What follows belongs to an exercise in optimizing a design on an open flow for small area; a production flow would make more cautious choices.
The RTL was checked by simulation tests, not by an equivalence proof against the original design.
No activity file was given, so power comes from the tool's default toggle rates.

## flow/design.v (module list and top-level ports; edited modules follow where they fit)
// module HitTheMouse: 5043 lines
module HitTheMouse(mclk, rst, btn, led, fpgabtn, OutBlue, OutGreen, OutRed, HS, VS, soundwave, bgm);
  // ...
==> flow/run.sh <==
#!/bin/bash
# synth_recipe.tcl (not shown) runs the flow's synth.tcl, then flattens the netlist and writes it again
# the make line also repeats each setting of config.mk as NAME=value (left out here)
make -C /OpenROAD-flow-scripts/flow DESIGN_CONFIG=/design/flow/config.mk WORK_HOME=/design/flow/orfs CLKGATE_MAP_FILE= SYNTH_SCRIPT=/design/flow/synth_recipe.tcl finish
==> flow/config.mk <==
export PLATFORM = sky130hd
export DESIGN_NAME = HitTheMouse
export DESIGN_NICKNAME = HitTheMouse
export VERILOG_FILES = /design/flow/design.v
export SDC_FILE = /design/flow/constraint.sdc
export NUM_CORES = 8
export LEC_CHECK = 0
export ABC_AREA = 1
export CAP_MARGIN = 20
export CORE_MARGIN = 2
export CORE_UTILIZATION = 60
export SLEW_MARGIN = 20
==> flow/constraint.sdc <==
create_clock -name core_clock -period 60.0 [get_ports {mclk}]
set_input_delay 12.0000 -clock core_clock [delete_from_list [all_inputs] [get_ports {mclk}]]
set_output_delay 12.0000 -clock core_clock [all_outputs]
set_load 0.01 [all_outputs]
==> results.py, run 1 <==
metrics = {
    "pwr": {
        "p_leak_nw": 7.05,
        "top_power_group": "the clock network",
        "clockPowerShare_pct": 50.7,
        "p_seq_mw": 0.165,
        "powerDensity_mw_per_mm2": 23.1,
        "p_int_mw": 0.282,
    },
    "critical_path": {
        "crit_end": "OutBlue",
        "reg2regPathDepth": 34,
        "timing.rr.end": "u_music_u_tone_cnt[14]$_DFF_P_",
        "cp_slowest_stage_delay_ns": 0.67,
        "critPathCaptureType": "primary output",
        "crit_family": "buffers and inverters",
    },
    "sta": {
        "setup_viol": 0,
        "rsz0062_at_grt": "no",
        "hold_viol": 0,
        "fmax_ghz": 0.0602,
    },
    "placement": {
        "dp_cells": 2318,
        "place_hpwl_um": 26800,
    },
    "status": {
        "status": "complete, no violations",
    },
    "synth": {
        "synth_adder_area_share_pct": 8.40,
        "synth_edf_count": 18,
        "synth-xor-area-share_pct": 0.869,
        "syn_area_mm2": 0.0141,
        "syn_avg_cell_area_um2": 7.06,
        "synth_top_family_by_area": "simple AND/OR/NAND/NOR gates",
        "ys_top_cells_by_area": "dfxtp_1 (31%), nand2_1 (9.6%), inv_1 (8.6%)",
    },
    "floorplanning": {
        "floorplan.initialDensity_pct": 60.7,
        "io_pins": 29,
        "die_h_um": 157,
        "core_region_area_mm2": 0.0233,
    },
    "layout": {
        "inverters": 341,
        "clk_share_pct": 6.45,
        "multi_input_cells": 1388,
        "finalNetCount": 2135,
    },
    "grt": {
        "use_met3_pct": 5.04,
    },
    "drt": {
        "wl_um": 35900,
        "top_layer": "met4",
        "routed-wl-met2_um": 16500,
        "wl_met3_um": 2480,
    },
    "clocking": {
        "clockBufferDepth": 3,
        "htreeDepth": 1,
        "clock_sinks": 240,
        "path_clk_slew_ns": 0.06,
    },
    "hold_path": {
        "hold_path_class": "flip-flop to flip-flop",
    },
    "job": {
        "max_cap_violations": 0,
    },
}
==> inputs of run 2 (changes only) <==
--- a/flow/config.mk
+++ b/flow/config.mk
@@ -10,3 +10,6 @@
 export CORE_MARGIN = 2
-export CORE_UTILIZATION = 60
+export CORE_UTILIZATION = 70
+export CTS_BUF_LIST = sky130_fd_sc_hd__clkbuf_16 sky130_fd_sc_hd__clkbuf_8 sky130_fd_sc_hd__clkbuf_4
+export CTS_CLUSTER_DIAMETER = 100
+export CTS_CLUSTER_SIZE = 30
 export SLEW_MARGIN = 20
==> run 2 against run 1 <==
Against the previous run: largest cell class unchanged; via count increased by 1.6%; largest power group is now registers; critical path type unchanged; area after synthesis unchanged; still clean on timing, DRC and antenna; first-iteration DRC count increased by 19%; sequential cell count unchanged; combinational power about the same; cell count decreased by 3.5%; synthesized cell count unchanged; register-to-register slack got worse by 0.02 ns; critical path depth increased by 6.
==> results.py, run 2 <==
metrics = {
    "synth": {
        "async_reset_ff_share_pct": 0,
        "synth_edf_count": 18,
        "synth-seq-cells": 240,
        "ys.flop_type": "dfxtp_1",
        "ys_top_cells_by_area": "dfxtp_1 (31%), nand2_1 (9.6%), inv_1 (8.6%)",
        "syn-num-nets": 2106,
        "yosys.area.top_type_share_pct": 31.5,
        "yosysTopAreaCell": "dfxtp_1",
        "yosys.cell_count.top_type": "nand2_1",
        "synth_sequential_area_ratio_pct": 35.3,
        "ys_warn_count": 1,
        "ys_types": 71,
        "syn_avg_cell_area_um2": 7.06,
        "syn_area_mm2": 0.0141,
        "syn_inst": 1999,
        "synth_common_cells": "nand2_1 (362), inv_1 (322), nor2_1 (266), dfxtp_1 (222), o21ai_0 (139)",
    },
    "critical_path": {
        "critPathCaptureType": "primary output",
        "cp_slowest_stage_delay_ns": 0.52,
        "r2r-start": "u_music_bi[3]$_DFF_P_",
        "cp.arrival_ns": 4.55,
        "cpMostUsedCell": "nand2_1",
        "crit_fanout": 13,
        "cp.required_ns": 48.00,
        "path_class": "flip-flop to primary output",
        "startpoint": "u_vga_hv_i_reg_9_$_DFF_P_",
        "cp-start-kind": "flip-flop",
        "crit_slowest_cell": "dfxtp_1",
    },
    "clocking": {
        "path_clk_slew_ns": 0.10,
        "cts-root-buf": "clkbuf_16",
        "hold_buffers": 0,
        "cts_setup_buffers": 0,
        "clockBufferDepth": 3,
        "numCtsBuffers": 12,
        "cts.repair.resized": 0,
        "clk_latency_ns": 0.49,
        "clock_sinks": 240,
        "cts_tree": "built",
        "htreeDepth": 1,
    },
    "sta": {
        "hold_viol": 0,
        "worst_slew_pin_slew_ns": 0.898,
        "fin_ws_ns": 43.45,
        "tns_ns": 0,
        "fin_skew_ns": 0.0175,
        "report.final.slew_viol_count": 0,
        "fmax_ghz": 0.0604,
        "post-route-min-period_ns": 16.55,
        "fin_crit_sh_pct": 27.6,
        "hold-worst-slack_ns": 0.337,
        "setup_viol": 0,
        "rsz0062_at_grt": "no",
        "max-slew-margin-rel_pct": 39.3,
    },
    "layout": {
        "synthToLayoutAreaGrowth_pct": 6.09,
        "largest_reg_flops": 24,
        "finish.utilization_pct": 76.2,
        "top_regs": "u_game_mouse x24, u_music_u_tone_cnt x16, u_sfx_u_tone_cnt x16",
        "drive_above_1_share_pct": 5.25,
        "regArea_mm2": 0.00498,
        "finalNetCount": 2120,
        "n_fill_cell": 1576,
        "most-common-layout-cells": "nand2_1 (362), inv_1 (321), nor2_1 (266)",
        "finalNonFillerCells": 2284,
        "stdcell_area_mm2": 0.0150,
        "final_common_cell": "nand2_1",
        "regMostFlops": "u_game_mouse",
        "multi_input_area_mm2": 0.00769,
        "num_antenna_cells": 0,
    },
    "drt": {
        "drc": 0,
        "viasPerCell": 5.89,
        "dr.pass1.iters": 6,
        "wl_um": 35200,
        "wl_per_cell_um": 15.4,
        "antenna_left": 0,
        "dr_total_vias": 13500,
        "first_iter_violations": 1333,
    },
    "pwr": {
        "p_leak_nw": 6.76,
        "powerDensity_mw_per_mm2": 18.3,
        "power_mw": 0.274,
        "vdd_ir_drop_max_mv": 0.0290,
    },
    "floorplanning": {
        "io_pins": 29,
        "dieWidth_um": 146,
        "floorplan.initialDensity_pct": 71.8,
        "die_h_um": 146,
        "die-area_mm2": 0.0213,
        "core_region_area_mm2": 0.0197,
        "rows": 51,
    },
    "placement": {
        "place_area_mm2": 0.0146,
        "portBuffers": 27,
        "place_ws_ns": 44.03,
        "gp_congestion": 0.961,
        "place_hpwl_um": 26900,
        "dp_cells": 2264,
    },
    "hold_path": {
        "hp-start": "u_game_rg_reg_13_$_DFF_P_",
        "hold_path_class": "flip-flop to flip-flop",
    },
    "grt": {
        "grt_use_total_pct": 32.8,
        "grt-ovfl-total": 0,
        "grt_pass1_vias": 12700,
        "antenna_found_initial": 0,
        "grt_start_max_net_pins": 53,
        "grt_pass1_wl_um": 59500,
    },
    "status": {
        "status": "complete, no violations",
    },
    "job": {
        "max_cap_violations": 0,
    },
}
[run 2: cell counts after synthesis]
No cell type changed its count.
[run 2: path summary, 6_finish.rpt]
path	endpoint	slack, ns	cells past startpoint
worst max-delay path	OutBlue	43.45	29
worst min-delay path	u_game_rg_reg_12_$_DFF_P_	0.34	0
worst max register to register	u_music_u_tone_cnt[14]$_DFF_P_	53.46	35
worst min register to register	u_game_rg_reg_12_$_DFF_P_	0.34	0
[run 2: cell type report]
cell class | instances | share of cell area (%)
multi-input cells | 1388 | 51.4
clock buffers | 17 | 2.37
repair buffers | 30 | 1.95
well taps | 265 | 2.21
flip-flops and latches | 240 | 33.3
inverters | 341 | 8.56
clock inverters | 3 | 0.242
[run 2: logic make-up (layout without fill, tap and decap cells)]
group	Yosys count	after routing	share of synthesized area [%]
DFF	240	240	35.3
buffers and inverters	371	391	10.2
and+or+nand+nor	881	881	27.9
xor gates and xnor gates	14	14	0.869
AOI/OAI and AO/OA	400	400	17.3
adders and majority gates	93	93	8.40
[run 2: report_power, final]
part | total (mW) | internal, mW | switching, mW | leakage (nW)
logic | 0.0129 | 0.00447 | 0.00840 | 4.60
registers | 0.165 | 0.163 | 0.00192 | 1.97
clock network | 0.0959 | 0.0433 | 0.0526 | 0.196
[run 2: per-layer routing]
layer	track usage (%)	vias up	routed length [um]
met2	56.8	597	16700
met5	0	-	0
met4	9.42	0	937
li1	-	6658	-
met1	43.4	6116	14800
met3	3.97	86	2750
[run 2: critical path, delay by kind of cell, from the launching register on]
kind | cells | cell delay [ns]
AOI/OAI and AO/OA | 4 | 0.61
DFF | 1 | 0.52
and+or+nand+nor | 20 | 1.77
buffers and inverters | 4 | 0.90
adders and majority gates | 1 | 0.27
==> inputs of run 3 (changes only) <==
==> flow/flow/run.sh (new file) <==
#!/bin/bash
# Own layout flow: the standard synthesis; then the logic between its registers is
# mapped again for area (ABC: deepsyn, then the area-oriented mapper amap), keeping every
# register as the standard synthesis made it; then the standard layout steps.
set -euo pipefail
R=orfs/results/${FLOW_PLATFORM}/HitTheMouse/base
bash standard.sh synth > synth.log 2>&1
cp $R/1_2_yosys.v $R/1_2_yosys_standard.v
export REMAP_LIB=${FLOW_HOME}/platforms/${FLOW_PLATFORM}/lib/sky130_fd_sc_hd__tt_025C_1v80.lib
export REMAP_MAPLIB=$PWD/remap.lib
export REMAP_SCRIPT=$PWD/flow/remap.abc
export REMAP_IN=$PWD/$R/1_2_yosys_standard.v
export REMAP_OUT=$PWD/$R/1_2_yosys.v
python3 flow/filterlib.py $REMAP_LIB $REMAP_MAPLIB > filterlib.log 2>&1
${FLOW_HOME}/../tools/install/yosys/bin/yosys -c flow/remap.tcl > remap.log 2>&1
bash standard.sh BUFFER_PORTS_ARGS="-buffer_cell sky130_fd_sc_hd__buf_1" finish > layout.log 2>&1
==> flow/flow/filterlib.py (new file) <==
# Writes a copy of a Liberty file that keeps only plain logic cells, for the remapping step:
# usage: python3 filterlib.py IN.lib OUT.lib
import re, sys
KEEP = re.compile(r'sky130_fd_sc_hd__(a\d|o\d|and\d|or\d|nand\d|nor\d|xor\d|xnor\d|inv_|mux2|mux4|maj3|buf_1$)')
DROP = re.compile(r'lpflow|probe|clk|dly')
src = open(sys.argv[1]).read()
out = []
pos = 0
kept = dropped = 0
for m in re.finditer(r'\n\s*cell\s*\(\s*"?([\w]+)"?\s*\)\s*\{', src):
    if m.start() < pos:
        continue
    # find the end of this cell group
    depth = 0
    i = m.end() - 1
    while True:
        c = src[i]
        if c == '{':
            depth += 1
        elif c == '}':
            depth -= 1
            if depth == 0:
                break
        i += 1
    name = m.group(1)
    out.append(src[pos:m.start()])
    if KEEP.match(name) and not DROP.search(name):
        out.append(src[m.start():i + 1])
        kept += 1
    else:
        dropped += 1
    pos = i + 1
out.append(src[pos:])
open(sys.argv[2], 'w').write(''.join(out))
print('kept %d cells, dropped %d' % (kept, dropped))
==> flow/flow/remap.abc (new file) <==
strash
&get -n
&deepsyn -T 120 -S 1
&put
dch
amap
==> flow/flow/remap.tcl (new file) <==
# Maps the logic between the registers of the standard synthesis again, for area.
# The registers (their cells, instance names and output nets) are kept as they are.
# Environment: REMAP_IN, REMAP_OUT (netlists), REMAP_LIB (the platform's Liberty file),
# REMAP_MAPLIB (the cells to map to), REMAP_SCRIPT (ABC script), FLOW_TOP.
set f [open $::env(REMAP_IN)]
set text [read $f]
close $f
# sequential cell types used in the netlist
set seq {}
foreach {m t} [regexp -all -inline {(sky130_fd_sc_hd__(?:e?s?df|dl|sedf)[a-z0-9_]*)\s} $text] {
  if {[lsearch $seq $t] < 0} { lappend seq $t }
}
puts "sequential cells: $seq"
yosys read_liberty -ignore_miss_func -ignore_miss_dir $::env(REMAP_LIB)
yosys read_verilog $::env(REMAP_IN)
yosys hierarchy -top $::env(FLOW_TOP)
set sel {}
foreach t $seq {
  yosys setattr -mod -set blackbox 1 $t
  lappend sel t:$t %d
}
# hidden names for the cells that are flattened, so that nets keep their original names
yosys rename -hide t:sky130_fd_sc_hd__* {*}$sel
yosys flatten
yosys hierarchy -top $::env(FLOW_TOP)
# the platform's cells as black boxes, so that the mapped cells have known ports
yosys read_liberty -lib -ignore_redef -ignore_miss_func -ignore_miss_dir $::env(REMAP_LIB)
yosys opt_clean
yosys stat
yosys abc -liberty $::env(REMAP_MAPLIB) -script $::env(REMAP_SCRIPT)
yosys setundef -zero
yosys splitnets
yosys opt_clean -purge
yosys hilomap -singleton -hicell sky130_fd_sc_hd__conb_1 HI -locell sky130_fd_sc_hd__conb_1 LO
yosys insbuf -buf sky130_fd_sc_hd__buf_4 A X
yosys opt_clean -purge
yosys check -assert
yosys stat -liberty $::env(REMAP_LIB)
yosys write_verilog -noattr -noexpr -nohex -nodec $::env(REMAP_OUT)
==> flow/standard.sh (new file) <==
#!/bin/bash
# synth_recipe.tcl (not shown) runs the flow's synth.tcl, then flattens the netlist and writes it again
# the make line also repeats each setting of config.mk as NAME=value (left out here)
make -C /OpenROAD-flow-scripts/flow DESIGN_CONFIG=/design/flow/config.mk WORK_HOME=/design/flow/orfs CLKGATE_MAP_FILE= SYNTH_SCRIPT=/design/flow/synth_recipe.tcl "${@:-finish}"
removed: flow/run.sh
==> run 3 against run 2 <==
Against the previous run: area after synthesis down 11%; sequential power about the same; synthesized cell count down 12%; critical endpoint unchanged; still clean; routed wire length down 1.3%; maximum frequency down 5.7%; largest power group unchanged.
==> results.py, run 3 <==
metrics = {
    "status": {
        "status": "complete, no violations",
    },
    "floorplanning": {
        "core_region_area_mm2": 0.0174,
        "die_h_um": 138,
        "io_pins": 29,
        "floorplan.initialDensity_pct": 72.1,
        "rows": 48,
        "die-area_mm2": 0.0190,
        "dieWidth_um": 138,
    },
    "clocking": {
        "numCtsBuffers": 12,
        "cts.repair.resized": 0,
        "cts_setup_buffers": 0,
        "hold_buffers": 0,
        "clk_latency_ns": 0.49,
        "htreeDepth": 1,
        "cts-root-buf": "clkbuf_16",
        "clock_sinks": 240,
        "cts_tree": "built",
        "path_clk_slew_ns": 0.11,
        "clockBufferDepth": 3,
    },
    "critical_path": {
        "critPathBufInv": 3,
        "crit_end": "OutBlue",
        "cp.arrival_ns": 5.55,
        "rrSetupSlack_ns": 53.11,
        "cp.required_ns": 48.00,
        "cpMostUsedCell": "nor2_1",
        "startpoint": "u_vga_hv_i_reg_9_$_DFF_P_",
        "crit_slowest_cell": "o311ai_0",
        "timing.rr.end": "u_music_u_tone_cnt[14]$_DFF_P_",
        "crit_family": "compound AO/OA/AOI/OAI gates",
        "path_class": "flip-flop to primary output",
        "crit_chain": "inv_1 > nor2_1 > nand2_1 > o22ai_1 > nor2_1 > o21ai_0 > nor2_1 > o311ai_0 > inv_1 > a21oi_1 > nor2_1 > nor2_1 > o21ai_0 > a21oi_1 > a31oi_1 > nor4_1 > nor3_1 > o21ai_0 > nand2_1 > o21a_1 > o22ai_1 > nor2_1 > o21ai_0 > buf_1",
        "cp-start-kind": "flip-flop",
        "crit_fanout": 8,
        "r2r-start": "u_music_bi[3]$_DFF_P_",
        "cp_num_cells": 24,
        "critPathCaptureType": "primary output",
        "cp_slowest_stage_delay_ns": 0.59,
        "reg2regPathDepth": 35,
    },
    "layout": {
        "finalNetCount": 1822,
        "top_regs": "u_game_mouse x24, u_music_u_tone_cnt x16, u_sfx_u_tone_cnt x16",
        "synthToLayoutAreaGrowth_pct": 6.51,
        "stdcell_area_mm2": 0.0133,
        "num_antenna_cells": 0,
        "drive_above_1_share_pct": 1.54,
        "largest_reg_flops": 24,
        "regMostFlops": "u_game_mouse",
        "final_common_cell": "nor2_1",
        "most-common-layout-cells": "nor2_1 (412), inv_1 (270), dfxtp_1 (222)",
        "finish.utilization_pct": 76.8,
    },
    "sta": {
        "rsz0062_at_grt": "no",
        "setup_viol": 0,
        "hold_viol": 0,
        "fin_ws_ns": 42.45,
        "worst_slew_pin_slew_ns": 0.965,
        "fin_crit_sh_pct": 29.2,
        "post-route-min-period_ns": 17.55,
        "max-slew-margin-rel_pct": 35.0,
        "tns_ns": 0,
        "fmax_ghz": 0.0570,
        "report.final.slew_viol_count": 0,
        "fin_skew_ns": 0.0214,
    },
    "drt": {
        "first_iter_violations": 1406,
        "wl_um": 34700,
        "wl_per_cell_um": 17.0,
        "viasPerCell": 6.44,
        "antenna_left": 0,
        "dr_total_vias": 13100,
        "dr.pass1.iters": 7,
        "drc": 0,
    },
    "placement": {
        "gp_congestion": 0.977,
        "place_ws_ns": 43.08,
        "place_hpwl_um": 25600,
        "place_area_mm2": 0.0129,
        "portBuffers": 27,
    },
    "pwr": {
        "p_leak_nw": 4.89,
        "powerDensity_mw_per_mm2": 20.9,
        "vdd_ir_drop_max_mv": 0.0312,
        "power_mw": 0.278,
    },
    "job": {
        "max_cap_violations": 0,
    },
    "grt": {
        "grt_pass1_vias": 12100,
        "antenna_found_initial": 1,
        "grt_start_max_net_pins": 37,
        "grt_use_total_pct": 36.5,
        "grt_pass1_wl_um": 56400,
        "grt-ovfl-total": 0,
    },
    "synth": {
        "syn-num-nets": 1775,
        "syn_area_mm2": 0.0125,
        "ys_warn_count": 1,
        "syn_avg_cell_area_um2": 7.10,
        "syn_inst": 1761,
    },
    "hold_path": {
        "hold_path_class": "flip-flop to flip-flop",
    },
}
## run 3: area by class of cell
class / instances / area [um^2]
Clock buffer: 16 / 348
Timing Repair Buffer: 33 / 148
Clock inverter: 4 / 35.0
Sequential cell: 240 / 4980
Fill cell: 1333 / 4030
Inverter: 270 / 1010
Tap cell: 225 / 282
Multi-Input combinational cell: 1251 / 6510
## run 3: how the worst min path moves through the flow
stage,startpoint,endpoint,cells after the start
final,u_game_rg_reg_13_$_DFF_P_,u_game_rg_reg_12_$_DFF_P_,0
after global routing,u_game_rg_reg_12_$_DFF_P_,u_game_rg_reg_11_$_DFF_P_,0
after CTS,u_game_rg_reg_12_$_DFF_P_,u_game_rg_reg_11_$_DFF_P_,0
after detailed placement,u_game_rg_reg_7_$_DFF_P_,u_game_rg_reg_6_$_DFF_P_,0
after global placement,u_game_rg_reg_20_$_DFF_P_,u_game_rg_reg_19_$_DFF_P_,0
after floorplan,u_game_rg_reg_12_$_DFF_P_,u_game_rg_reg_11_$_DFF_P_,0
## run 3: routing by layer
| metal | GRT usage (%) | up-vias | share of wire (%) |
|---|---|---|---|
| met3 | 4.71 | 141 | 9.0 |
| met4 | 16.9 | 0 | 4.6 |
| met1 | 47.8 | 5992 | 41 |
| li1 | - | 6303 | - |
| met5 | 0 | - | 0 |
| met2 | 60.2 | 688 | 45 |
## run 3: worst reg2reg max path, delay by kind of cell, from the launching register on
kind | cells | cell delay [ns]
AO/OA/AOI/OAI | 10 | 2.05
buffers and inverters | 5 | 0.74
flip-flops | 1 | 0.47
AND/OR/NAND/NOR | 20 | 3.50
## run 3: metrics by stage
step | hold WS, ns | cells
2_1_floorplan | 0.310 | 1761
3_3_place_gp | 0.311 | 2019
3_5_place_dp | 0.312 | 2019
4_1_cts | 0.336 | 2039
5_1_grt | 0.339 | 2039
6_report | 0.336 | 2039
## run 3: power by group
group          internal, mW  switching [mW]  total (mW)
clock                0.0426          0.0527      0.0953
combinational       0.00546          0.0114      0.0169
sequential            0.164         0.00204       0.166

==> separate check: timing with driven ports <==
Ports are ideal in the flow. The routed layouts listed here were re-timed in OpenROAD. Step 1: set_driving_cell puts a clkbuf_16 on mclk and a buf_2 on each other input, an assumption about the parent block. Step 2 moves the port delays by t, midway between the first and last clock arrival at a register: inputs arrive t later, outputs are due t later. That takes back most of the time a late clock gives input paths. a / b / c = ideal ports / drivers / drivers and shift; a / b = the first two.
run	shift t [ns]	slack for setup (ns)	clock arrival spread, ns	slew at the worst register clock pin (ns)	pins driven straight from the clock port
run 1	0.592	43.384 / 43.335 / 43.927	0.016 / 0.016	0.06 / 0.06	1
run 2	0.522	43.451 / 43.405 / 43.927	0.021 / 0.020	0.11 / 0.11	1
run 3	0.528	42.450 / 42.405 / 42.933	0.022 / 0.022	0.12 / 0.12	1
After both steps setup and hold are still met in every run listed.
